This is an optimization exercise on Yosys and OpenROAD, whose aim is small area, not a production implementation. Only simulation tests tie the RTL to the original design; equivalence was not proved. No activity file was given, so power comes from the tool's default toggle rates.

Setup of job 3653:
==> flow/design.v <==
module reg_file (
rst_n,
clk,
debug_in,
debug_out,
ram_addr,
ram_we,
ram_datain,
ram_enable,
ram_dataout
);
input rst_n;
input clk;
input   [255:0]   debug_in;
output  [255:0]   debug_out;
input [15:0]    ram_addr;
input           ram_we;
input [31:0]     ram_datain;
input           ram_enable;
output  [31:0]   ram_dataout;
reg [255:0] debug_out;
reg [31:0] ram_dataout;
reg   [255:0]   debug_in_reg1;
reg   [255:0]   debug_in_reg2;
reg clr1;
reg clr2;
wire hi_zero = ~|ram_addr[15:4];
wire [31:0] wdata0 = ram_datain & {32{rst_n}};
wire [31:0] wdata7 = {ram_datain[31:3] & {29{rst_n}}, ram_datain[2:0] | {3{~rst_n}}};
wire wr_any = ram_we & ram_enable & hi_zero & ram_addr[3];
genvar gi;
generate
  for (gi = 0; gi < 8; gi = gi + 1) begin : g_word
    wire wr_en = ~rst_n | (wr_any & (ram_addr[2:0] == gi));
    always @ (posedge clk)
      if (wr_en)
        debug_out[32*gi +: 32] <= (gi == 7) ? wdata7 : wdata0;
  end
endgenerate
always @ (posedge clk)
begin
  clr1 <= ~rst_n;
  clr2 <= ~rst_n | clr1;
  debug_in_reg1 <= debug_in;
  debug_in_reg2 <= debug_in_reg1;
end
wire rd_ok = rst_n & ram_enable & hi_zero;
wire [15:0] rsel;
generate
  for (gi = 0; gi < 16; gi = gi + 1) begin : g_rsel
    if (gi < 8) begin : g_lo
      assign rsel[gi] = rd_ok & ~clr2 & (ram_addr[3:0] == gi);
    end else begin : g_hi
      assign rsel[gi] = rd_ok & (ram_addr[3:0] == gi);
    end
  end
endgenerate
wire hold = rst_n & ~ram_enable;
wire [31:0] tsel [0:16];
wire [16:0] tgate = {hold, rsel};
genvar gj;
generate
  for (gj = 0; gj < 8; gj = gj + 1) begin : g_terms
    assign tsel[gj]   = debug_in_reg2[32*gj +: 32];
    assign tsel[gj+8] = debug_out[32*gj +: 32];
  end
endgenerate
assign tsel[16] = ram_dataout;
wire [31:0] grp [0:5];
generate
  for (gj = 0; gj < 5; gj = gj + 1) begin : g_grp
    assign grp[gj] = ~(({32{tgate[3*gj]}}   & tsel[3*gj])
                     | ({32{tgate[3*gj+1]}} & tsel[3*gj+1])
                     | ({32{tgate[3*gj+2]}} & tsel[3*gj+2]));
  end
endgenerate
assign grp[5] = ~(({32{tgate[15]}} & tsel[15]) | ({32{tgate[16]}} & tsel[16]));
wire [31:0] rdata = ~(grp[0] & grp[1] & grp[2]) | ~(grp[3] & grp[4] & grp[5]);
always @ (posedge clk)
  ram_dataout <= rdata;
endmodule
clock: 5.0 ns
lec_check: 0
cap_margin: 20
core_margin: 2
core_utilization: 60
slew_margin: 20
standard.sh (not shown) runs the stock make flow with config.mk's settings and CLKGATE_MAP_FILE= SYNTH_SCRIPT=/design/flow/synth_recipe.tcl, a recipe that flattens the netlist after the stock synthesis.
==> flow/flow/run.sh <==
#!/bin/bash
# The standard layout (standard.sh) with these changes:
#  - synthesis: the standard script, but abc uses an area-oriented ABC script
#    (flow/abc_area.script); registers are mapped exactly as in the standard run
#  - port buffers use the smallest buffer cell (buf_1)
#  - after global placement, flow/fixbuf.tcl replaces the buffer trees that
#    placement's repair built on the high-fanout nets with one buf_4 per net
#    (the rest of the flow, including repair_design, then runs as standard)
#  - CTS clusters up to 20 sinks within 60 um per clkbuf_8 leaf buffer and
#    inserts no dummy loads
set -euo pipefail
here=$(pwd)
export MY_ABC_SCRIPT=$here/flow/abc_area.script
args=(
  "SYNTH_SCRIPT=$here/flow/synth.tcl"
  "BUFFER_PORTS_ARGS=-buffer_cell sky130_fd_sc_hd__buf_1"
  "CTS_ARGS=-sink_clustering_enable -repair_clock_nets -dont_use_dummy_load -sink_clustering_size 20 -sink_clustering_max_diameter 60 -buf_list sky130_fd_sc_hd__clkbuf_8"
)
res=$here/orfs/results/$FLOW_PLATFORM/reg_file/base
bash standard.sh "${args[@]}" "$res/3_3_place_gp.odb" > flow_make_place.log 2>&1
LIB=$FLOW_HOME/platforms/$FLOW_PLATFORM/lib/sky130_fd_sc_hd__tt_025C_1v80.lib \
PLATFORM_DIR=$FLOW_HOME/platforms/$FLOW_PLATFORM \
FIX_ODB=$res/3_3_place_gp.odb FIX_SDC=$res/2_floorplan.sdc \
MIN_FANOUT=16 BUF_CELL=sky130_fd_sc_hd__buf_4 \
  openroad -no_init -exit flow/fixbuf.tcl > fixbuf.log 2>&1
bash standard.sh "${args[@]}" finish > flow_make.log 2>&1
==> flow/flow/fixbuf.tcl <==
# Replace the buffer trees that global placement's repair_design built on
# high-fanout nets by a single buffer per net, placed at the centroid of
# the net's loads, and return the net's driver to its smallest size.
# In: $::env(FIX_ODB) (3_3_place_gp.odb), written back in place.
read_liberty $::env(LIB)
read_db $::env(FIX_ODB)
read_sdc $::env(FIX_SDC)
source $::env(PLATFORM_DIR)/setRC.tcl
set db [ord::get_db]
set block [ord::get_db_block]
proc area {} { set a 0; foreach i [[ord::get_db_block] getInsts] { set m [$i getMaster]; if {![string match "*tap*" [$m getName]]} { set a [expr {$a + [$m getWidth]*[$m getHeight]/1e6}] } }; return $a }
puts "area before: [area]"
# 1. remove the buffers placement repair inserted (named place*)
set nrm 0
foreach inst [$block getInsts] {
  if {![string match "place*" [$inst getName]]} { continue }
  if {![regexp {__(buf|clkbuf)_[0-9]+$} [[$inst getMaster] getName]]} { continue }
  set in ""; set out ""
  foreach it [$inst getITerms] {
    if {[$it isInputSignal]} { set in [$it getNet] }
    if {[$it isOutputSignal]} { set out [$it getNet] }
  }
  if {$in == "" || $out == "" || [llength [$out getBTerms]] > 0} { continue }
  foreach it [$out getITerms] {
    if {[$it getInst] == $inst} { continue }
    $it disconnect
    $it connect $in
  }
  odb::dbInst_destroy $inst
  odb::dbNet_destroy $out
  incr nrm
}
puts "removed $nrm buffers; area [area]"
# 2. one buffer per high-fanout signal net, and the driver back to size 1
set nb 0
foreach net [$block getNets] {
  if {[$net getSigType] != "SIGNAL"} { continue }
  set its [$net getITerms]
  set isclk 0
  foreach it $its { if {[[$it getMTerm] getName] == "CLK"} { set isclk 1 } }
  if {$isclk} { continue }
  set nl 0; set sx 0.0; set sy 0.0; set drv ""
  foreach it $its {
    if {[$it isInputSignal]} {
      incr nl
      set bb [[$it getInst] getBBox]
      set sx [expr {$sx + [$bb xMin]}]; set sy [expr {$sy + [$bb yMin]}]
    } elseif {[$it isOutputSignal]} { set drv [$it getInst] }
  }
  if {$nl < $::env(MIN_FANOUT)} { continue }
  set x [expr {$sx / $nl / 1000.0}]; set y [expr {$sy / $nl / 1000.0}]
  insert_buffer -buffer_cell $::env(BUF_CELL) -net [sta::find_net [$net getName]] -location [list $x $y]
  incr nb
  if {$drv != ""} {
    set m [[$drv getMaster] getName]
    if {[regexp {^(sky130_fd_sc_hd__[a-z0-9]+)_([0-9]+)$} $m -> base sz] && $sz > 1 && ![string match "*df*" $m] && ![string match "*buf*" $m]} {
      set small [$db findMaster ${base}_1]
      if {$small != "NULL"} { $drv swapMaster $small; puts "downsize [$drv getName] $m -> ${base}_1" }
    }
  }
}
puts "inserted $nb buffers; area [area]"
estimate_parasitics -placement
report_check_types -max_slew -max_capacitance -violators -format end
write_db $::env(FIX_ODB)
Other scripts of this flow, unchanged in this note and not shown: flow/flow/abc_area.script, flow/flow/synth.tcl
Job 3653 | stages: all done | timing, DRC, antenna: all pass
Changes in job 2738 relative to job 3653:
-- flow/flow/run.sh --
<<< job 3653, line 7
#    placement's repair built on the high-fanout nets with one buf_4 per net
>>> job 2738, line 7
#    placement's repair built on the high-fanout nets with one buf_2 per net
<<< job 3653, line 9
#  - CTS clusters up to 20 sinks within 60 um per clkbuf_8 leaf buffer and
>>> job 2738, line 9
#  - CTS clusters up to 20 sinks within 60 um per clkbuf_8 leaf buffer, uses clkbuf_16 above the leaves, and
<<< job 3653, line 17
  "CTS_ARGS=-sink_clustering_enable -repair_clock_nets -dont_use_dummy_load -sink_clustering_size 20 -sink_clustering_max_diameter 60 -buf_list sky130_fd_sc_hd__clkbuf_8"
>>> job 2738, line 17
  "CTS_ARGS=-sink_clustering_enable -repair_clock_nets -dont_use_dummy_load -sink_clustering_size 20 -sink_clustering_max_diameter 60 -buf_list sky130_fd_sc_hd__clkbuf_8 -root_buf sky130_fd_sc_hd__clkbuf_16 -tree_buf sky130_fd_sc_hd__clkbuf_16"
<<< job 3653, line 24
MIN_FANOUT=16 BUF_CELL=sky130_fd_sc_hd__buf_4 \
>>> job 2738, line 24
MIN_FANOUT=16 BUF_CELL=sky130_fd_sc_hd__buf_2 \
### Flow results
- Summary of job 2738 over job 3653: clock share of power up 0.6 points; worst hold slack picked up an extra 0.0072 ns; met2 usage climbed 0.15 points; setup slack went down by 0.86 ns.
Relative to job 2738, the following input files were edited for job 5471:
-- flow/flow/run.sh --
<<< job 2738, line 9
#  - CTS clusters up to 20 sinks within 60 um per clkbuf_8 leaf buffer, uses clkbuf_16 above the leaves, and
>>> job 5471, line 9
#  - CTS clusters up to 20 sinks within 60 um per clkbuf_8 leaf buffer and
<<< job 2738, line 17
  "CTS_ARGS=-sink_clustering_enable -repair_clock_nets -dont_use_dummy_load -sink_clustering_size 20 -sink_clustering_max_diameter 60 -buf_list sky130_fd_sc_hd__clkbuf_8 -root_buf sky130_fd_sc_hd__clkbuf_16 -tree_buf sky130_fd_sc_hd__clkbuf_16"
>>> job 5471, line 17
  "CTS_ARGS=-sink_clustering_enable -repair_clock_nets -dont_use_dummy_load -sink_clustering_size 20 -sink_clustering_max_diameter 60 -buf_list sky130_fd_sc_hd__clkbuf_8"
==> notes.md <==
- Min fraction of area in registers across job 2738 and job 5471: job 2738
- Delta (job 5471 minus job 2738): setup slack on the worst flop-to-flop path roughly the same, shortest period the worst path allows lost 0.082 ns.
- Fmax: job 5471 better than job 2738
- Between job 2738 and job 5471, the net load switching power figures differ only marginally.
- Cell-internal power (job 5471 vs. job 2738) decreases slightly
- Design area essentially unchanged between job 2738 and job 5471.
For job 2875, these inputs were changed with respect to job 5471:
- CORE_UTILIZATION: 60 -> 70
==> comparison <==
Number of library cell types mapped by synthesis: job 2875 vs job 5471 identical. Global-route usage was lower in job 5471 than in job 2875. Setup clock skew after layout on job 2875 is behind job 5471. Comparing job 5471 and job 2875, the lower minimum period implied by the final worst setup slack was measured on job 2875. On initial standard-cell utilization of the core: between job 5471 and job 2875, it ends up lower for job 5471. Number of inserted filler cells in the final layout on job 2875 is down relative to job 5471.

[re-timing with driven ports]
In the flow no input, the clock included, has a driving cell. The finished layouts below were timed again as built, in two steps.
Step 1 sets driving cells, clkbuf_16 on the clock port and buf_2 on the other inputs (assumed; they add their load-dependent delay and slew).
Step 2 also shifts input and output timing later by t, the mid clock arrival at the registers, as if the neighbouring blocks saw the same clock.
Three values: ideal ports, drivers, drivers and shift; two values: the first two.
run	t (ns)	setup slack, ns	hold WS [ns]
job 3653	0.674	1.557 / 1.505 / 0.831	0.324 / 0.324 / 0.324
job 2738	0.588	0.695 / 0.642 / 0.055	0.331 / 0.331 / 0.331
job 5471	0.655	0.778 / 0.719 / 0.064	0.331 / 0.331 / 0.331
job 2875	0.643	0.942 / 0.887 / 0.244	0.266 / 0.266 / 0.266
After both steps setup and hold are still met in every run listed. For job 3653, which loses most, drivers alone change the setup slack by -0.052 ns; drivers and shift together by -0.726 ns.
